Background: an optimization exercise with open tools, aiming at small area. Do not read the settings as production practice. In this exercise RTL edits were held to simulation tests only and were not proved equivalent to the original. Power is estimated from default activity; no workload was simulated.

[flow/config.mk]
export PLATFORM = sky130hd
export DESIGN_NAME = VGAnscreen
export DESIGN_NICKNAME = VGAnscreen
export VERILOG_FILES = /design/flow/design.v
export SDC_FILE = /design/flow/constraint.sdc
export NUM_CORES = 4
export LEC_CHECK = 0
export CAP_MARGIN = 20
export CORE_MARGIN = 2
export CORE_UTILIZATION = 60
export CTS_BUF_LIST = sky130_fd_sc_hd__clkbuf_4
export SLEW_MARGIN = 20
[flow/constraint.sdc]
create_clock -name core_clock -period 20.0 [get_ports {clk}]
set_input_delay 4.0000 -clock core_clock [delete_from_list [all_inputs] [get_ports {clk}]]
set_output_delay 4.0000 -clock core_clock [all_outputs]
set_load 0.01 [all_outputs]
[flow/design.v]
`timescale 1ns / 1ps
module VGAnscreen(
	input clk,
	output o_hsync,
	output o_vsync,
	output [7:0] o_red,
	output [7:0] o_blue,
	output [7:0] o_green,
	output clkk,
	input start,
	input reset,
	input button0,
	input button1,
	output reg [3:0] temp_number,
	output [3:0] number_to_store,
	output reg [3:0] next_read,
	output reg [3:0] readed_data,
	output time_to_read,
	output reg [2:0] ct1,
	output reg [2:0] ct2,
	output reg [2:0] ct3,
	output reg [2:0] ct4
);
	reg [2:0] ct_start_low_noise;
	reg [2:0] ct_start_high_noise;
	reg [2:0] ct_button0_low_noise;
	reg [2:0] ct_button0_high_noise;
	reg [2:0] ct_button1_low_noise;
	reg [2:0] ct_button1_high_noise;
	reg button0_is_pressed;
	reg button1_is_pressed;
	reg number_is_definite;
	reg start_equal_0_ct_allower;
	reg allow_for_input;
	reg [1:0] buffer1 [0:5];
	reg [1:0] buffer2 [0:5];
	reg [1:0] buffer3 [0:5];
	reg [1:0] buffer4 [0:5];
	reg [2:0] ct_inp;
	reg [10:0] counter_read;
	reg [1:0] nts;
	reg [9:0] ct_dropped, ct_dropped_buffer1, ct_dropped_buffer2, ct_dropped_buffer3, ct_dropped_buffer4;
	reg [9:0] ct_received, ct_received_buffer1, ct_received_buffer2, ct_received_buffer3, ct_received_buffer4;
	reg [9:0] ct_transmitted, ct_transmitted_buffer1, ct_transmitted_buffer2, ct_transmitted_buffer3, ct_transmitted_buffer4;
	reg w1_is20, w3_is20;
	reg [4:0] weight1, weight2, weight3, weight4;
	always @* begin
		case (ct1)
			3'd0: weight1 = 5'd0;  3'd1: weight1 = 5'd9;  3'd2: weight1 = 5'd13; 3'd3: weight1 = 5'd15;
			3'd4: weight1 = 5'd16; 3'd5: weight1 = 5'd17; default: weight1 = 5'd19;
		endcase
		if (w1_is20) weight1 = 5'd20;
		case (ct2)
			3'd0: weight2 = 5'd0;  3'd1: weight2 = 5'd6;  3'd2: weight2 = 5'd8;  3'd3: weight2 = 5'd12;
			3'd4: weight2 = 5'd14; 3'd5: weight2 = 5'd18; default: weight2 = 5'd21;
		endcase
		case (ct3)
			3'd0: weight3 = 5'd0;  3'd1: weight3 = 5'd3;  3'd2: weight3 = 5'd5;  3'd3: weight3 = 5'd7;
			3'd4: weight3 = 5'd11; 3'd5: weight3 = 5'd19; default: weight3 = 5'd23;
		endcase
		if (w3_is20) weight3 = 5'd20;
		case (ct4)
			3'd0: weight4 = 5'd0;  3'd1: weight4 = 5'd1;  3'd2: weight4 = 5'd2;  3'd3: weight4 = 5'd4;
			3'd4: weight4 = 5'd10; 3'd5: weight4 = 5'd22; default: weight4 = 5'd24;
		endcase
	end
	reg [9:0] ctx;
	reg [9:0] cty;
	reg pix_en;
	reg [2:0] rgb;
	integer i;
	assign number_to_store = {2'b00, nts};
	assign time_to_read = 1'b0;
	assign clkk = ctx[0];
	always @(posedge clk) begin
		if (reset == 1'd0) begin
			pix_en <= 1'b0;
			ctx <= 10'd0;
			cty <= 10'd0;
		end else begin
			pix_en <= ~pix_en;
			if (pix_en) begin
				if (ctx < 799)
					ctx <= ctx + 1'b1;
				else
					ctx <= 10'd0;
				if (ctx == 799) begin
					if (cty < 525)
						cty <= cty + 1'b1;
					else
						cty <= 10'd0;
				end
			end
		end
	end
	assign o_hsync = ctx < 96;
	assign o_vsync = cty < 2;
	always @(posedge clk) begin
		if (reset == 1'd0) begin
			allow_for_input <= 1'd0;
			button0_is_pressed <= 1'd0;
			button1_is_pressed <= 1'd0;
			ct1 <= 3'd6;
			ct2 <= 3'd6;
			ct3 <= 3'd6;
			ct4 <= 3'd6;
			w1_is20 <= 1'b0;
			w3_is20 <= 1'b0;
			ct_inp <= 3'd0;
			temp_number <= 4'b0100;
			readed_data <= 4'b0100;
			ct_start_low_noise <= 3'd0;
			ct_start_high_noise <= 3'd0;
			ct_button0_low_noise <= 3'd0;
			ct_button0_high_noise <= 3'd0;
			ct_button1_low_noise <= 3'd0;
			ct_button1_high_noise <= 3'd0;
			ct_dropped <= 10'd0;
			ct_dropped_buffer1 <= 10'd0;
			ct_dropped_buffer2 <= 10'd0;
			ct_dropped_buffer3 <= 10'd0;
			ct_dropped_buffer4 <= 10'd0;
			ct_received <= 10'd0;
			ct_received_buffer1 <= 10'd0;
			ct_received_buffer2 <= 10'd0;
			ct_received_buffer3 <= 10'd0;
			ct_received_buffer4 <= 10'd0;
			ct_transmitted <= 10'd24;
			ct_transmitted_buffer1 <= 10'd6;
			ct_transmitted_buffer2 <= 10'd6;
			ct_transmitted_buffer3 <= 10'd6;
			ct_transmitted_buffer4 <= 10'd6;
			counter_read <= 11'd0;
			number_is_definite <= 1'd0;
			start_equal_0_ct_allower <= 1'b1;
			next_read <= 4'd0;
			nts <= 2'd0;
			for (i = 0; i < 6; i = i + 1) begin
				buffer1[i] <= 2'd0;
				buffer2[i] <= 2'd0;
				buffer3[i] <= 2'd0;
				buffer4[i] <= 2'd0;
			end
		end else begin
			if (start == 1'd0) begin
				if (ct_start_low_noise > 5) begin
					allow_for_input <= 1'd1;
					button0_is_pressed <= 1'd0;
					button1_is_pressed <= 1'd0;
					ct_inp <= 3'd0;
					ct_start_high_noise <= 3'd0;
					ct_start_low_noise <= 3'd0;
					start_equal_0_ct_allower <= 1'b0;
				end else if (start_equal_0_ct_allower == 1'b1) begin
					ct_start_low_noise <= ct_start_low_noise + 1'b1;
				end
			end else begin
				if (ct_start_high_noise > 5) begin
					ct_start_high_noise <= 3'd0;
					ct_start_low_noise <= 3'd0;
					start_equal_0_ct_allower <= 1'b1;
				end else begin
					ct_start_high_noise <= ct_start_high_noise + 1'b1;
				end
			end
			if (ct_inp <= 3'd3 && allow_for_input == 1'd1) begin
				if (button0 == 1'd0 && button0_is_pressed == 1'd0) begin
					if (ct_button0_low_noise > 5) begin
						temp_number[3'd3 - ct_inp[1:0]] <= 1'd0;
						button0_is_pressed <= 1'd1;
						ct_inp <= ct_inp + 3'd1;
						ct_button0_low_noise <= 3'd0;
						start_equal_0_ct_allower <= 1'b1;
					end else begin
						ct_button0_low_noise <= ct_button0_low_noise + 1'b1;
					end
				end
				if (button1 == 1'd0 && button1_is_pressed == 1'd0) begin
					if (ct_button1_low_noise > 5) begin
						temp_number[3'd3 - ct_inp[1:0]] <= 1'd1;
						button1_is_pressed <= 1'd1;
						ct_inp <= ct_inp + 3'd1;
						ct_button1_low_noise <= 3'd0;
						start_equal_0_ct_allower <= 1'b1;
					end else begin
						ct_button1_low_noise <= ct_button1_low_noise + 1'b1;
					end
				end
				if (button0 == 1'd1 && button0_is_pressed == 1'd1) begin
					if (ct_button0_high_noise > 5) begin
						ct_button0_high_noise <= 3'd0;
						button0_is_pressed <= 1'd0;
					end else begin
						ct_button0_high_noise <= ct_button0_high_noise + 1'b1;
					end
				end
				if (button1 == 1'd1 && button1_is_pressed == 1'd1) begin
					if (ct_button1_high_noise > 5) begin
						ct_button1_high_noise <= 3'd0;
						button1_is_pressed <= 1'd0;
					end else begin
						ct_button1_high_noise <= ct_button1_high_noise + 1'b1;
					end
				end
			end
			else if (ct_inp == 3'd4 && number_is_definite == 1'd0) begin
				ct_transmitted <= ct_transmitted + 10'd1;
				nts <= temp_number[1:0];
				number_is_definite <= 1'd1;
			end
			else if (ct_inp == 3'd4 && number_is_definite == 1'd1) begin
				start_equal_0_ct_allower <= 1'b1;
				number_is_definite <= 1'd0;
				if (temp_number[3:2] == 2'b00) begin
					ct_transmitted_buffer1 <= ct_transmitted_buffer1 + 10'd1;
					if (ct1 <= 5) begin
						buffer1[ct1] <= nts;
						ct1 <= ct1 + 3'd1;
					end else begin
						ct_dropped <= ct_dropped + 10'd1;
						ct_dropped_buffer1 <= ct_dropped_buffer1 + 10'd1;
						for (i = 0; i < 5; i = i + 1) buffer1[i] <= buffer1[i + 1];
						buffer1[5] <= nts;
					end
					if (ct1 <= 5) w1_is20 <= 1'b0;
					if (ct3 == 3'd5 && ct1 == 3'd6) begin
						if (ct2 < 3'd5) w1_is20 <= 1'b1;
						else w3_is20 <= 1'b1;
					end
				end else if (temp_number[3:2] == 2'b01) begin
					ct_transmitted_buffer2 <= ct_transmitted_buffer2 + 10'd1;
					if (ct2 <= 5) begin
						buffer2[ct2] <= nts;
						ct2 <= ct2 + 3'd1;
					end else begin
						ct_dropped <= ct_dropped + 10'd1;
						ct_dropped_buffer2 <= ct_dropped_buffer2 + 10'd1;
						for (i = 0; i < 5; i = i + 1) buffer2[i] <= buffer2[i + 1];
						buffer2[5] <= nts;
					end
					if (ct3 == 3'd5 && ct1 == 3'd6) begin
						if (ct2 < 3'd5) w1_is20 <= 1'b1;
						else w3_is20 <= 1'b1;
					end
				end else if (temp_number[3:2] == 2'b10) begin
					ct_transmitted_buffer3 <= ct_transmitted_buffer3 + 10'd1;
					if (ct3 <= 5) begin
						buffer3[ct3] <= nts;
						ct3 <= ct3 + 3'd1;
					end else begin
						ct_dropped <= ct_dropped + 10'd1;
						ct_dropped_buffer3 <= ct_dropped_buffer3 + 10'd1;
						for (i = 0; i < 5; i = i + 1) buffer3[i] <= buffer3[i + 1];
						buffer3[5] <= nts;
					end
					if (ct3 <= 5) w3_is20 <= 1'b0;
					if (ct3 == 3'd5 && ct1 == 3'd6) begin
						if (ct2 < 3'd5) w1_is20 <= 1'b1;
						else w3_is20 <= 1'b1;
					end
				end else begin
					ct_transmitted_buffer4 <= ct_transmitted_buffer4 + 10'd1;
					if (ct4 <= 5) begin
						buffer4[ct4] <= nts;
						ct4 <= ct4 + 3'd1;
					end else begin
						ct_dropped <= ct_dropped + 10'd1;
						ct_dropped_buffer4 <= ct_dropped_buffer4 + 10'd1;
						for (i = 0; i < 5; i = i + 1) buffer4[i] <= buffer4[i + 1];
						buffer4[5] <= nts;
					end
				end
				ct_inp <= 3'd0;
				allow_for_input <= 1'd0;
			end
			if ((weight4 > weight3) && (weight4 > weight2) && (weight4 > weight1))
				next_read <= {2'd3, buffer4[0]};
			else if ((weight3 > weight4) && (weight3 > weight2) && (weight3 > weight1))
				next_read <= {2'd2, buffer3[0]};
			else if ((weight2 > weight4) && (weight2 > weight3) && (weight2 > weight1))
				next_read <= {2'd1, buffer2[0]};
			else if ((weight1 > weight4) && (weight1 > weight3) && (weight1 > weight2))
				next_read <= {2'd0, buffer1[0]};
			else if ((weight1 == weight2) && (weight2 == weight3) && (weight3 == weight4))
				next_read <= 4'd0;
			else if ((ct1 == 3'd0) && (ct2 == 3'd0) && (ct3 == 3'd0) && (ct4 == 3'd0))
				next_read <= 4'd0;
			if (counter_read < 2000) begin
				counter_read <= counter_read + 1'b1;
			end else begin
				counter_read <= 11'd0;
				if (!(ct1 == 0 && ct2 == 0 && ct3 == 0 && ct4 == 0)) begin
					readed_data <= next_read;
					ct_received <= ct_received + 10'd1;
					case (next_read[3:2])
						2'd0: if (ct1 >= 1) begin
							ct1 <= ct1 - 3'd1;
							ct_received_buffer1 <= ct_received_buffer1 + 10'd1;
							for (i = 0; i < 5; i = i + 1) buffer1[i] <= buffer1[i + 1];
							w1_is20 <= 1'b0;
						end
						2'd1: if (ct2 >= 1) begin
							ct2 <= ct2 - 3'd1;
							ct_received_buffer2 <= ct_received_buffer2 + 10'd1;
							for (i = 0; i < 5; i = i + 1) buffer2[i] <= buffer2[i + 1];
							if (ct3 == 3'd5 && ct1 == 3'd6) begin
								if (ct2 < 3'd6) w1_is20 <= 1'b1;
								else w3_is20 <= 1'b1;
							end
						end
						2'd2: if (ct3 >= 1) begin
							ct3 <= ct3 - 3'd1;
							ct_received_buffer3 <= ct_received_buffer3 + 10'd1;
							for (i = 0; i < 5; i = i + 1) buffer3[i] <= buffer3[i + 1];
							w3_is20 <= 1'b0;
							if (ct3 == 3'd6 && ct1 == 3'd6) begin
								if (ct2 < 3'd5) w1_is20 <= 1'b1;
								else w3_is20 <= 1'b1;
							end
						end
						default: if (ct4 >= 1) begin
							ct4 <= ct4 - 3'd1;
							ct_received_buffer4 <= ct_received_buffer4 + 10'd1;
							for (i = 0; i < 5; i = i + 1) buffer4[i] <= buffer4[i + 1];
						end
					endcase
				end
			end
		end
	end
	wire [2:0] pix;
	vga_pix pixgen(.ctx(ctx), .cty(cty),
		.cD(ct_dropped), .cR(ct_received), .cT(ct_transmitted),
		.cD1(ct_dropped_buffer1), .cD2(ct_dropped_buffer2), .cD3(ct_dropped_buffer3), .cD4(ct_dropped_buffer4),
		.cR1(ct_received_buffer1), .cR2(ct_received_buffer2), .cR3(ct_received_buffer3), .cR4(ct_received_buffer4),
		.cT1(ct_transmitted_buffer1), .cT2(ct_transmitted_buffer2), .cT3(ct_transmitted_buffer3), .cT4(ct_transmitted_buffer4),
		.ct1(ct1), .ct2(ct2), .ct3(ct3), .ct4(ct4),
		.b1({buffer1[5], buffer1[4], buffer1[3], buffer1[2], buffer1[1], buffer1[0]}),
		.b2({buffer2[5], buffer2[4], buffer2[3], buffer2[2], buffer2[1], buffer2[0]}),
		.b3({buffer3[5], buffer3[4], buffer3[3], buffer3[2], buffer3[1], buffer3[0]}),
		.b4({buffer4[5], buffer4[4], buffer4[3], buffer4[2], buffer4[1], buffer4[0]}),
		.rd(readed_data), .tn(temp_number), .rgb(pix));
	always @(posedge clk) rgb <= pix;
	wire vis = ctx > 144 && ctx <= 783 && cty > 35 && cty <= 514;
	assign o_red = {8{vis & rgb[2]}};
	assign o_green = {8{vis & rgb[1]}};
	assign o_blue = {8{vis & rgb[0]}};
endmodule
module vga_pix(
  input [9:0] ctx, input [9:0] cty,
  input [9:0] cD, cR, cT, cD1, cD2, cD3, cD4, cR1, cR2, cR3, cR4, cT1, cT2, cT3, cT4,
  input [2:0] ct1, ct2, ct3, ct4,
  input [11:0] b1, b2, b3, b4,
  input [3:0] rd, tn,
  output reg [2:0] rgb);
  function [7:0] bcd7; input [6:0] v;
    begin bcd7[7:4] = v / 7'd10; bcd7[3:0] = v % 7'd10; end
  endfunction
  localparam [2:0] WHITE = 3'b111, BLACK = 3'b000, RED = 3'b100, GREEN = 3'b010,
                   BLUE = 3'b001, YELLOW = 3'b110, PURPLE = 3'b101;
  function glyph; input [3:0] code; input [3:0] dx; input [4:0] dy;
    reg top, bot, mid, mid2, L, R, M, M6, yl11, yg9, yl12, yg10;
    reg s_top, s_bot, s_mid, s_mid2, s_L, s_R, s_Lup, s_Rlo, s_Rup2, s_Llo2, s_M, s_M6;
    begin
      top = dy < 2; bot = dy >= 18; mid = dy == 9 || dy == 10; mid2 = dy == 10 || dy == 11;
      yl11 = dy < 11; yg9 = dy >= 9; yl12 = dy < 12; yg10 = dy >= 10;
      L = dx < 2; R = dx >= 8; M = dx == 4 || dx == 5; M6 = dx == 6 || dx == 7;
      s_top = 0; s_bot = 0; s_mid = 0; s_mid2 = 0; s_L = 0; s_R = 0; s_Lup = 0; s_Rlo = 0; s_Rup2 = 0; s_Llo2 = 0; s_M = 0; s_M6 = 0;
      case (code)
        4'd0: begin s_top = 1; s_bot = 1; s_L = 1; s_R = 1; end
        4'd1: s_M = 1;
        4'd2: begin s_top = 1; s_bot = 1; s_mid2 = 1; s_Rup2 = 1; s_Llo2 = 1; end
        4'd3: begin s_top = 1; s_bot = 1; s_mid = 1; s_R = 1; end
        4'd4: begin s_mid = 1; s_Lup = 1; s_R = 1; end
        4'd5: begin s_top = 1; s_bot = 1; s_mid = 1; s_Lup = 1; s_Rlo = 1; end
        4'd6: begin s_top = 1; s_bot = 1; s_mid = 1; s_L = 1; s_Rlo = 1; end
        4'd7: begin s_top = 1; s_R = 1; end
        4'd8: begin s_top = 1; s_bot = 1; s_mid = 1; s_L = 1; s_R = 1; end
        4'd9: begin s_top = 1; s_bot = 1; s_mid = 1; s_Lup = 1; s_R = 1; end
        4'd10: s_M6 = 1;
        4'd11: begin s_top = 1; s_M = 1; end
        default: ;
      endcase
      glyph = (s_top & top) | (s_bot & bot) | (s_mid & mid) | (s_mid2 & mid2) | (s_L & L) | (s_R & R) |
              (s_Lup & L & yl11) | (s_Rlo & R & yg9) | (s_Rup2 & R & yl12) | (s_Llo2 & L & yg10) | (s_M & M) | (s_M6 & M6);
      if (code == 4'd12)
        glyph = ((dy == 2 || dy == 9) && dx >= 7) || ((dy == 1 || dy == 10) && dx < 9) ||
                ((dy == 0 || dy == 11) && dx < 8) || (dy == 12 && dx >= 2 && dx < 4) ||
                (dy >= 13 && dy <= 19 && dx >= dy - 11 && dx <= dy - 9) ||
                (dx == 9 && dy >= 2 && dy < 9) || (dx == 8 && dy >= 1 && dy < 10) || L;
      if (code == 4'd13)
        glyph = ((dy == 0 || dy == 19) && dx < 8) || ((dy == 1 || dy == 18) && dx < 9) ||
                ((dy == 2 || dy == 17) && dx >= 7) || (dx == 9 && dy >= 2 && dy < 18) ||
                (dx == 8 && dy >= 1 && dy < 19) || L;
    end
  endfunction
  reg [3:0] code, dx;
  reg [4:0] dy;
  reg inbox;
  reg [2:0] bg;
  reg [9:0] val;
  reg [7:0] bcd;
  reg lt100;
  reg [2:0] ctq; reg [1:0] bq;
  reg [11:0] bsel;
  reg [2:0] k;
  always @* begin
    code = 4'd15; dx = 4'd0; dy = 5'd0; inbox = 1'b0; bg = WHITE; val = 10'd0; bcd = 8'd0; lt100 = 1'b0;
    ctq = 3'd0; bq = 2'd0; bsel = 12'd0; k = 3'd0;
    if (cty < 70 || cty >= 480) begin
      bg = WHITE;
    end else if (ctx > 550) begin
      if (cty >= 100 && cty < 102 && ctx < 775) bg = BLACK;
      else if ((ctx == 570 || ctx == 571 || ctx == 610 || ctx == 611 || ctx == 650 || ctx == 651 ||
                ctx == 690 || ctx == 691 || ctx == 730 || ctx == 731) && cty < 400) bg = BLACK;
      else if (cty < 100) begin
        if (ctx >= 570 && cty >= 72 && cty < 92) begin
          dy = cty - 10'd72;
          if (ctx >= 586 && ctx < 596) begin inbox = 1; dx = ctx - 10'd586; code = 4'd1; end
          else if (ctx >= 626 && ctx < 636) begin inbox = 1; dx = ctx - 10'd626; code = 4'd2; end
          else if (ctx >= 666 && ctx < 676) begin inbox = 1; dx = ctx - 10'd666; code = 4'd3; end
          else if (ctx >= 706 && ctx < 716) begin inbox = 1; dx = ctx - 10'd706; code = 4'd4; end
          else if (ctx >= 746 && ctx < 756) begin inbox = 1; dx = ctx - 10'd746; code = 4'd11; end
        end
      end else if (ctx < 570) begin
        if (ctx < 561) begin
          dx = ctx - 10'd551;
          if (cty >= 152 && cty < 172) begin inbox = 1; dy = cty - 10'd152; code = 4'd11; end
          else if (cty >= 232 && cty < 252) begin inbox = 1; dy = cty - 10'd232; code = 4'd12; end
          else if (cty >= 312 && cty < 332) begin inbox = 1; dy = cty - 10'd312; code = 4'd13; end
        end
      end else begin
        if (cty >= 152 && cty < 172) dy = cty - 10'd152;
        else if (cty >= 232 && cty < 252) dy = cty - 10'd232;
        else dy = cty - 10'd312;
        if ((cty >= 152 && cty < 172) || (cty >= 232 && cty < 252) || (cty >= 312 && cty < 332)) begin
          if (ctx < 607)      val = (cty < 200) ? cT1 : (cty < 280) ? cR1 : cD1;
          else if (ctx < 647) val = (cty < 200) ? cT2 : (cty < 280) ? cR2 : cD2;
          else if (ctx < 687) val = (cty < 200) ? cT3 : (cty < 280) ? cR3 : cD3;
          else if (ctx < 727) val = (cty < 200) ? cT4 : (cty < 280) ? cR4 : cD4;
          else                val = (cty < 200) ? cT  : (cty < 280) ? cR  : cD;
          lt100 = val < 100;
          bcd = bcd7(val[6:0]);
          if ((ctx >= 577 && ctx < 587) || (ctx >= 617 && ctx < 627) || (ctx >= 657 && ctx < 667) || (ctx >= 697 && ctx < 707)) begin
            inbox = 1; dx = ctx - 10'd577 - (ctx >= 617 ? 10'd40 : 10'd0) - (ctx >= 657 ? 10'd40 : 10'd0) - (ctx >= 697 ? 10'd40 : 10'd0);
            code = lt100 ? bcd[7:4] : 4'd9;
          end else if ((ctx >= 592 && ctx < 602) || (ctx >= 632 && ctx < 642) || (ctx >= 672 && ctx < 682) || (ctx >= 712 && ctx < 722)) begin
            inbox = 1; dx = ctx - 10'd592 - (ctx >= 632 ? 10'd40 : 10'd0) - (ctx >= 672 ? 10'd40 : 10'd0) - (ctx >= 712 ? 10'd40 : 10'd0);
            code = lt100 ? bcd[3:0] : 4'd15;
          end else if (ctx >= 736 && ctx < 746) begin
            inbox = 1; dx = ctx - 10'd736;
            code = lt100 ? 4'd0 : (val < 200) ? 4'd1 : (val < 300) ? 4'd2 : 4'd15;
          end else if (ctx >= 751 && ctx < 761) begin
            inbox = 1; dx = ctx - 10'd751;
            code = lt100 ? bcd[7:4] : 4'd15;
          end else if (ctx >= 766 && ctx < 776) begin
            inbox = 1; dx = ctx - 10'd766;
            code = lt100 ? bcd[3:0] : 4'd15;
          end
        end
      end
    end else if (cty < 115 || cty >= 435) begin
      if (((cty < 72 || (cty >= 113 && cty < 115) || (cty >= 435 && cty < 437) || cty >= 478) && ctx >= 340 && ctx < 420) ||
          ctx == 340 || ctx == 341 || ctx == 418 || ctx == 419) bg = BLACK;
      else if (ctx >= 342 && ctx < 418) begin
        bg = PURPLE;
        dy = (cty < 115) ? cty - 10'd84 : cty - 10'd449;
        inbox = (cty >= 84 && cty < 104) || (cty >= 449 && cty < 469);
        if (ctx < 365)      begin dx = ctx - 10'd352; code = {3'd0, (cty < 115) ? rd[3] : tn[3]}; inbox = inbox && ctx >= 352 && ctx < 362; end
        else if (ctx < 380) begin dx = ctx - 10'd367; code = {3'd0, (cty < 115) ? rd[2] : tn[2]}; inbox = inbox && ctx >= 367 && ctx < 377; end
        else if (ctx < 395) begin dx = ctx - 10'd382; code = {3'd0, (cty < 115) ? rd[1] : tn[1]}; inbox = inbox && ctx >= 382 && ctx < 392; end
        else                begin dx = ctx - 10'd397; code = {3'd0, (cty < 115) ? rd[0] : tn[0]}; inbox = inbox && ctx >= 397 && ctx < 407; end
      end
    end else if (cty < 135 || cty >= 415) begin
      if (ctx >= 379 && ctx < 382) bg = BLACK;
    end else if (cty < 155 || cty >= 395) begin
      if (cty == 395 || cty == 396) begin
        if ((ctx >= 240 && ctx < 280) || (ctx >= 320 && ctx < 360) || (ctx >= 400 && ctx < 440) || (ctx >= 480 && ctx < 520)) bg = BLACK;
      end else if ((cty == 135 || cty == 136 || cty == 413 || cty == 414) && ctx >= 260 && ctx < 502) bg = BLACK;
      else if (ctx == 260 || ctx == 261 || ctx == 340 || ctx == 341 || ctx == 420 || ctx == 421 || ctx == 500 || ctx == 501) begin
        if (!(cty == 135 || cty == 136)) bg = BLACK;
      end
    end else begin
      if ((ctx >= 240 && ctx < 280) || (ctx >= 320 && ctx < 360) || (ctx >= 400 && ctx < 440) || (ctx >= 480 && ctx < 520)) begin
        if (cty == 155 || cty == 156 || cty == 195 || cty == 196 || cty == 235 || cty == 236 || cty == 275 || cty == 276 ||
            cty == 315 || cty == 316 || cty == 355 || cty == 356) bg = BLACK;
        else if (ctx == 240 || ctx == 241 || ctx == 278 || ctx == 279 || ctx == 320 || ctx == 321 || ctx == 358 || ctx == 359 ||
                 ctx == 400 || ctx == 401 || ctx == 438 || ctx == 439 || ctx == 480 || ctx == 481 || ctx == 518 || ctx == 519) bg = BLACK;
        else begin
          if (ctx < 300)      begin ctq = ct1; bsel = b1; bg = RED;    dx = ctx - 10'd256; end
          else if (ctx < 380) begin ctq = ct2; bsel = b2; bg = BLUE;   dx = ctx - 10'd336; end
          else if (ctx < 460) begin ctq = ct3; bsel = b3; bg = YELLOW; dx = ctx - 10'd416; end
          else                begin ctq = ct4; bsel = b4; bg = GREEN;  dx = ctx - 10'd496; end
          if (cty < 197)      begin k = 3'd6; dy = cty - 10'd167; bq = bsel[11:10]; end
          else if (cty < 237) begin k = 3'd5; dy = cty - 10'd207; bq = bsel[9:8]; end
          else if (cty < 277) begin k = 3'd4; dy = cty - 10'd247; bq = bsel[7:6]; end
          else if (cty < 317) begin k = 3'd3; dy = cty - 10'd287; bq = bsel[5:4]; end
          else if (cty < 357) begin k = 3'd2; dy = cty - 10'd327; bq = bsel[3:2]; end
          else                begin k = 3'd1; dy = cty - 10'd367; bq = bsel[1:0]; end
          if (ctq < k) bg = WHITE;
          else begin
            inbox = dx < 10 && dy < 20 && (ctx - 10'd256 < 10'd10 || ctx - 10'd336 < 10'd10 || ctx - 10'd416 < 10'd10 || ctx - 10'd496 < 10'd10)
                    && (cty - 10'd167 < 20 || cty - 10'd207 < 20 || cty - 10'd247 < 20 || cty - 10'd287 < 20 || cty - 10'd327 < 20 || cty - 10'd367 < 20);
            code = (bq == 2'd1) ? 4'd10 : {2'd0, bq};
          end
        end
      end
    end
    rgb = (inbox && glyph(code, dx, dy)) ? BLACK : bg;
  end
endmodule
[flow/flow/run.sh]
#!/bin/bash
# Layout flow: the standard synthesis, then an area re-mapping of the combinational logic
# (registers untouched), then the standard layout from floorplan to finish.
set -euo pipefail
W=$(pwd)
R=$W/orfs/results/${FLOW_PLATFORM}/VGAnscreen/base
YOSYS=${YOSYS_EXE:-/OpenROAD-flow-scripts/tools/install/yosys/bin/yosys}
LIB=${FLOW_HOME}/platforms/${FLOW_PLATFORM}/lib/sky130_fd_sc_hd__tt_025C_1v80.lib

# 1. standard synthesis, unchanged
bash standard.sh synth > $W/flow_synth.log 2>&1

# 2. re-map the combinational logic for area; flip-flops keep their instances, names and cells
cp $R/1_2_yosys.v $W/std_1_2_yosys.v
sed -e "s#@LIB@#$LIB#g" -e "s#@IN@#$W/std_1_2_yosys.v#g" -e "s#@OUT@#$W/remap.v#g" \
    -e "s#@ABC@#$W/flow/area.abc#g" -e "s#@TOP@#$FLOW_TOP#g" $W/flow/remap.ys > $W/remap_run.ys
$YOSYS -s $W/remap_run.ys > $W/flow_remap.log 2>&1
cp $W/remap.v $R/1_2_yosys.v
rm -f $R/1_synth.odb $R/1_synth.sdc

# 3. standard layout from the re-mapped netlist
bash standard.sh finish > $W/flow_finish.log 2>&1
test -f $W/out/final.def
[flow/flow/area.abc]
strash; &get -n; &deepsyn -T 300; &put; dch -f; &get -n; &nf -R 1000; &put; topo
[flow/flow/remap.ys]
read_liberty -ignore_miss_func @LIB@
read_verilog @IN@
hierarchy -top @TOP@
blackbox sky130_fd_sc_hd__df* sky130_fd_sc_hd__edf* sky130_fd_sc_hd__sdf* sky130_fd_sc_hd__dl* sky130_fd_sc_hd__conb_1
flatten
opt -fast
stat
abc -liberty @LIB@ -dont_use *lpflow* -dont_use *probe* -dont_use *clkbuf* -dont_use *clkinv* -dont_use *clkdly* -dont_use *dlygate* -dont_use *dlymetal* -script @ABC@
opt_clean -purge
splitnets
opt_clean -purge
hilomap -singleton -hicell sky130_fd_sc_hd__conb_1 HI -locell sky130_fd_sc_hd__conb_1 LO
insbuf -buf sky130_fd_sc_hd__buf_4 A X
opt_clean -purge
stat -liberty @LIB@
write_verilog -noattr -nohex -nodec @OUT@
[flow/standard.sh]
#!/bin/bash
# synth_recipe.tcl (not shown) runs the flow's synth.tcl, then flattens the netlist and writes it again
# the make line also repeats each setting of config.mk as NAME=value (left out here)
make -C /OpenROAD-flow-scripts/flow DESIGN_CONFIG=/design/flow/config.mk WORK_HOME=/design/flow/orfs CLKGATE_MAP_FILE= SYNTH_SCRIPT=/design/flow/synth_recipe.tcl "${@:-finish}"
==> metrics.md, run 1 <==
| Metric | Value |
|---|---|
| CP Max Fanout | `24` |
| Max incr delay on CP | `0.62 ns` |
| Worst path slowest cell | `clkdlybuf4s50_1` |
| Htree depth | `3` |
| First-pass GRT wire length | `81000 um` |
| Leak | `0.00645 uW` |
| Die span in y | `164 um` |
| Final max-slew violation count | `0` |
| Max Clk Rate | `130 MHz` |
| Worst VDD drop | `approximately 0.066 mV` |
| Die X | `164 um` |
| DIE AREA | `0.0269 mm2` |
| Outcome | `timing/DRC/antenna clean` |
| Pwr Density | `67.4 mW/mm2` |
| Yosys warns | `2` |
| Initial antenna violation count | `1` |
| Relative slew slack | `0.349` |
| Nets | `~2100` |
| Ports | `roughly 60` |
| Buffers inserted by post-CTS timing repair | `0` |
| Total track usage | `0.384` |
| Largest net degree at the start of global routing | `81` |
| FF+latch area | `0.00623 mm2` |
| WP data arrival | `3.68 ns` |
| Buffers & Inverters on Critical Path | `1` |
| Total grt overflow | `0` |
| Mapped Area | `0.0154 mm2` |
| Setup TNS Final | `0 ns` |
| Via count | `16400` |
| Drt drc | `0` |
| Total Wirelength | `approximately 53000 um` |
| Gate Count Post-Synth | `1944` |
| Number of hold buffers added after cts | `0` |
| RSZ-0062 raised after global routing | `no` |
| GP Congestion | `1.00` |
| Metal3 WL | `5980 um` |
| Detail Route Antenna Nets | `0` |
| Clk pin slew, worst setup/hold paths | `~0.060 ns` |
| Multi-input combinational cell area | `0.00865 mm2` |
| Vias in the first global route | `~15000` |
| CTS tree | `built` |
| Crit. End Element | `output port` |
| Critical path launch point | `ctx[7]$_SDFFE_PN0P_` |
| Share of cells above drive strength 1 | `0.0676` |
| Max_cap viols | `0` |
| Cell family contributing the most delay on the critical path | `simple AND/OR/NAND/NOR gates` |
| M1 wire length | `between 20000 and 25000 um` |
| Port Buffers | `57` |
| Critical path cell sequence | `or2_0, nor2_1, o22ai_1, a211oi_1, and2_0, clkdlybuf4s50_1` |
| CTS max path bufs | `3` |
| DRT Pass-1 Iters | `7` |
| Startpoint types | `flop` |
| CORE AREA | `0.0252 mm2` |
| Hold WC Path Type | `flop to flop` |
| HPWL Detailed | `38200 um` |
| DRT iter0 DRCs | `2294` |
| Crit Path Category | `flop to output port` |
| WL per Instance | `21.7 um` |
| Met2 WL | `23600 um` |
| Area Overhead vs Synth | `11.2%` |
| Final Skew | `about 0.054 ns` |
| Final hold vios | `0` |
| Number of vias per cell | `6.72` |
| Worst-Margin Slew | `0.974 ns` |
| Min cycle time layout | `7.68 ns` |
| Highest metal used | `met4` |
| WP data required | `16.00 ns` |
| CTS root buf | `clkbuf_4` |
| Clk latency of the worst-skew pair | `around 0.73 ns` |
| Tot Pwr | `about 1200 uW` |
| Clock Sinks | `287` |
| Initial Utilization | `0.610` |
| Post-CTS Resized | `0` |
| Final setup viols | `0` |
| Hold path startpoint | `ct_start_low_noise[2]$_SDFFE_PN0P_` |
| # fillers | `2155` |
| Row count | `58` |
| CTS Buf Count | `76` |
| R2r startpoint | `ctx[7]$_SDFFE_PN0P_` |
| Final Cycle Share | `0.384` |
| Mean post-synth cell area | `7.90 um2` |
## area by class of cell
class                           instances  share of cell area
Antenna cell                            3            0.000440
Clock buffer                          113              0.0497
Clock inverter                         18             0.00586
Inverter                               36             0.00799
Multi-Input combinational cell       1574               0.507
Sequential cell                       287               0.365
Tap cell                              330              0.0242
Timing Repair Buffer                   74              0.0407
## flip-flops by register name, indices dropped and copies added, names as in the netlist, 11 cells and up
register / flops
buffer4: 12
buffer1: 12
counter_read: 11
buffer2: 12
buffer3: 12
## power breakdown
part | internal [uW] | switching [uW]
clock | 261 | 256
combinational | 9.59 | 21.5
sequential | 594 | 8.22
total | 864 | 286
## tightest hold or removal path, stage by stage, from the launching register on
cell     delay (ns)
dfxtp_1        0.32
a21oi_1        0.04
nor2_1         0.07
## routing by layer
metal  vias to the layer above  GRT usage
li1                       7473          -
met4                         0      0.192
met2                      1065      0.612
met5                         -          0
met3                       238     0.0866
met1                      7576      0.491
## stage by stage
stage	setup slack [ns]	cell area [um2]	hold WS, ns	util	cells
after floorplan	13.59	15400	0.430	-	1946
after global placement	13.25	16100	0.442	0.640	2301
after detailed placement	13.01	16100	0.457	0.640	2301
after CTS	12.33	17100	0.469	0.677	2432
after global routing	12.07	17100	0.492	0.678	2435
final	12.32	17100	0.464	0.678	2435
## path summary, 6_finish.rpt
kind / cells after the start / slack, ns / endpoint
setup / recovery: 6 / 12.32 / o_blue[4]
setup reg to reg: 25 / 12.81 / rgb[0]$_SDFF_PP0_
hold reg to reg: 2 / 0.46 / ct_start_low_noise[2]$_SDFFE_PN0P_
hold / removal: 2 / 0.46 / ct_start_low_noise[2]$_SDFFE_PN0P_
## cells in the final DEF (no fill, tap or decap), types with 21 or more instances in the layout
cell and instances:
nand2b_1 32, a31oi_1 25, edfxtp_1 48, clkbuf_4 113, and2_0 59, a22o_1 24
a21oi_1 188, clkdlybuf4s50_1 56, nand2_1 211, o221ai_1 21, nor2_1 256, dfxtp_1 239
and3_1 60, inv_1 35, o22ai_1 37, nand3_1 57, nor3_1 117, xor2_1 22
o21ai_0 182
==> run 2: changes to the inputs <==
--- a/flow/config.mk
+++ b/flow/config.mk
@@ -8,5 +8,7 @@
 export CAP_MARGIN = 20
 export CORE_MARGIN = 2
 export CORE_UTILIZATION = 60
-export CTS_BUF_LIST = sky130_fd_sc_hd__clkbuf_4
+export CTS_BUF_LIST = sky130_fd_sc_hd__clkbuf_8
+export CTS_CLUSTER_DIAMETER = 60
+export CTS_CLUSTER_SIZE = 12
 export SLEW_MARGIN = 20
==> run 2 against run 1 <==
Effect of this change:
- die area up 1.6%
- clock skew down 0.0049 ns
- sequential share of layout area up 0.14 points
- non-clock buffer count up 12
- total power down 12%
- critical path type is now flop to flop
- worst setup slack better by 0.0077 ns
- clock power down 26%
- fmax up 0.10%
- largest cell class unchanged
- critical path depth up 21
==> metrics.md, run 2 <==
| Metric | Value |
|---|---|
| Hold WC Path Type | `flop to flop` |
| Initial antenna violation count | `0 (-1)` |
| Mean post-synth cell area | `7.96 um2 (+0.76%)` |
| Multi-input combinational cell area | `0.00894 mm2 (+3.3%)` |
| Setup TNS Final | `0 ns (unchanged)` |
| Worst-Margin Slew | `1.00 ns (+0.0306 ns)` |
| Worst slack, placed | `12.71 ns (-0.304 ns)` |
| # fillers | `2254 (+4.6%)` |
| Number of hold buffers added after cts | `0 (unchanged)` |
| HPWL Detailed | `37300 um (-2.2%)` |
| Ports | `61 (unchanged)` |
| Row count | `59 (+1.7%)` |
| Clk pin slew, worst setup/hold paths | `0.08 ns (+0.02 ns)` |
| Outcome | `timing/DRC/antenna clean` |
| Drt drc | `0 (unchanged)` |
| GP Congestion | `0.998 (-0.39%)` |
| CTS tree | `built` |
| M1 wire length | `20400 um (-0.87%)` |
| Final max-slew violation count | `0 (unchanged)` |
| Post-CTS Resized | `0 (unchanged)` |
| RSZ-0062 raised after global routing | `no` |
| Final Skew | `0.0488 ns (-0.00490 ns)` |
| Port Buffers | `57 (unchanged)` |
| Final setup viols | `0 (unchanged)` |
| Htree depth | `1 (-2)` |
| Highest metal used | `met4` |
| Min cycle time layout | `7.67 ns (-0.00770 ns)` |
| CORE AREA | `0.0258 mm2 (+2.3%)` |
| CTS max path bufs | `3 (unchanged)` |
| Startpoint types | `flop` |
| Crit. End Element | `flop` |
| Ant. Diodes | `0 (-3)` |
| Buffers inserted by post-CTS timing repair | `0 (unchanged)` |
| CTS root buf | `clkbuf_8` |
| Initial Utilization | `0.606 (-0.00401)` |
| Post-route setup slack | `12.33 ns (+0.00770 ns)` |
| Max_cap viols | `0 (unchanged)` |
| Vias in the first global route | `14400 (-4.0%)` |
| Total track usage | `0.364 (-0.0200)` |
| WP data arrival | `8.19 ns (+4.51 ns)` |
| WP data required | `20.52 ns (+4.52 ns)` |
| WL per Instance | `21.3 um (-2.0%)` |
| DIE AREA | `0.0273 mm2 (+1.6%)` |
| Die X | `165 um (+0.80%)` |
| Gate Count Post-Synth | `1961 (+0.87%)` |
| CP Max Fanout | `31 (+29%)` |
| DRT iter0 DRCs | `2137 (-6.8%)` |
| Clk latency of the worst-skew pair | `0.64 ns (-0.09 ns)` |
| Total grt overflow | `0 (unchanged)` |
| CTS Buf Count | `30 (-61%)` |
| Number of vias per cell | `6.65 (-0.96%)` |
| Final Cycle Share | `0.384 (-0.000385)` |
| Hold WS | `0.466 ns (+0.00186 ns)` |
| Final hold vios | `0 (unchanged)` |
| Die span in y | `165 um (+0.80%)` |
| FF+latch area | `0.00623 mm2 (unchanged)` |
| First-pass GRT wire length | `78400 um (-3.2%)` |
| Detail Route Antenna Nets | `0 (unchanged)` |
| Relative slew slack | `0.313 (-0.0361)` |
| DRT Pass-1 Iters | `8 (+1)` |
| Clock Sinks | `287 (unchanged)` |
| Total Wirelength | `50500 um (-4.3%)` |
| Final Util | `0.660 (-0.0179)` |
| Yosys warns | `2 (unchanged)` |
| Leak | `0.00620 uW (-3.8%)` |
| Worst VDD drop | `0.0635 mV (-4.3%)` |
| Most frequent cells in the layout | `nor2_1, dfxtp_1, nand2_1` |
| Leading cell type in the layout, fill and taps excluded | `nor2_1` |
| Pwr Density | `59.6 mW/mm2 (-12%)` |
| Metal3 WL | `4830 um (-19%)` |
| Mapped Area | `0.0156 mm2 (+1.6%)` |
| Share of cells above drive strength 1 | `0.0343 (-0.0333)` |
| Max Clk Rate | `130 MHz (+0.10%)` |
| Area Overhead vs Synth | `9.00%` |
| Crit Path Category | `flop to flop` |
| Nets | `2037 (-0.83%)` |
| Met2 WL | `23100 um (-2.0%)` |
| Largest net degree at the start of global routing | `106 (+31%)` |
| Via count | `15800 (-3.3%)` |
==> run 2: critical path, cell delays in order (launching register included) <==
cell	delay, ns
dfxtp_1	0.30
buf_4	0.22
and2_0	0.35
nor2_1	0.38
o21ai_0	0.46
nor2_1	0.80
o221ai_1	0.27
o221ai_1	0.50
nor2b_1	0.21
and2_0	0.25
nor3b_1	0.17
a211oi_1	0.44
xnor2_1	0.20
a21o_1	0.17
o31ai_1	0.08
nand2_1	0.10
a31oi_1	0.08
a311oi_1	0.27
nor2_1	0.11
nor3_1	0.79
o31a_1	0.27
nand4_1	0.09
o21ai_0	0.12
nor3_1	0.06
or3_1	0.34
a32o_1	0.26
nand2b_1	0.16
a21oi_1	0.14
==> run 2: final timing paths <==
check / start / to / slack (ns) / cells past startpoint
setup / recovery: ctx[6]$_SDFFE_PN0P_ / rgb[0]$_SDFF_PP0_ / 12.33 / 27
hold / removal: counter_read[10]$_SDFF_PN0_ / counter_read[10]$_SDFF_PN0_ / 0.47 / 2
setup reg to reg: ctx[6]$_SDFFE_PN0P_ / rgb[0]$_SDFF_PP0_ / 12.33 / 27
hold reg to reg: counter_read[10]$_SDFF_PN0_ / counter_read[10]$_SDFF_PN0_ / 0.47 / 2
==> run 2: report_power, final <==
group | total, uW | internal [uW] | switching [uW]
combinational | 30.6 | 11.0 | 19.5
clock | 383 | 171 | 212
sequential | 601 | 593 | 7.37
total | 1010 | 775 | 239
==> run 2: cell type report <==
cell class | instances | share of cell area
Inverter | 23 | 0.00507
Multi-Input combinational cell | 1604 | 0.525
Timing Repair Buffer | 86 | 0.0462
Clock inverter | 12 | 0.00758
Clock buffer | 31 | 0.0251
Sequential cell | 287 | 0.366
Tap cell | 335 | 0.0246
==> run 2: stage by stage <==
step / instances / area [um2] / power (uW)
detailed placement: 2335 / 16500 / 644
floorplan: 1963 / 15600 / 629
finish: 2378 / 17000 / 1010
CTS: 2378 / 17000 / 1020
global route: 2378 / 17000 / 1040
global placement: 2335 / 16500 / 643
==> run 2: metal layers <==
layer,track usage,vias up
met2,0.589,858
met5,0,-
met4,0.155,0
li1,-,7375
met1,0.481,7417
met3,0.0642,166

[separate check: timing with driven ports]
No port has a modelled driver above. Below, the same layouts with a new extraction and two added sets of constraints. Step 1 (the two cells are an assumption about what drives the block):
set clk [get_ports {clk}]
set_driving_cell -lib_cell sky130_fd_sc_hd__clkbuf_16 $clk
set_driving_cell -lib_cell sky130_fd_sc_hd__buf_2 [delete_from_list [all_inputs] $clk]
Step 2, shift: input delay + t, output delay - t, t = (earliest + latest rising clock arrival at the registers) / 2. This alone moves slack from input paths to output paths. Slacks: ideal ports / drivers / drivers and shift; pairs: ideal ports / drivers.
run | t (ns) | setup slack, ns | worst data-port slew with drivers (ns)
run 1 | 0.748 | 12.321 / 12.273 / 12.807 | 0.06
run 2 | 0.661 | 12.329 / 12.329 / 12.329 | 0.03
After both steps setup and hold are still met in every run listed.
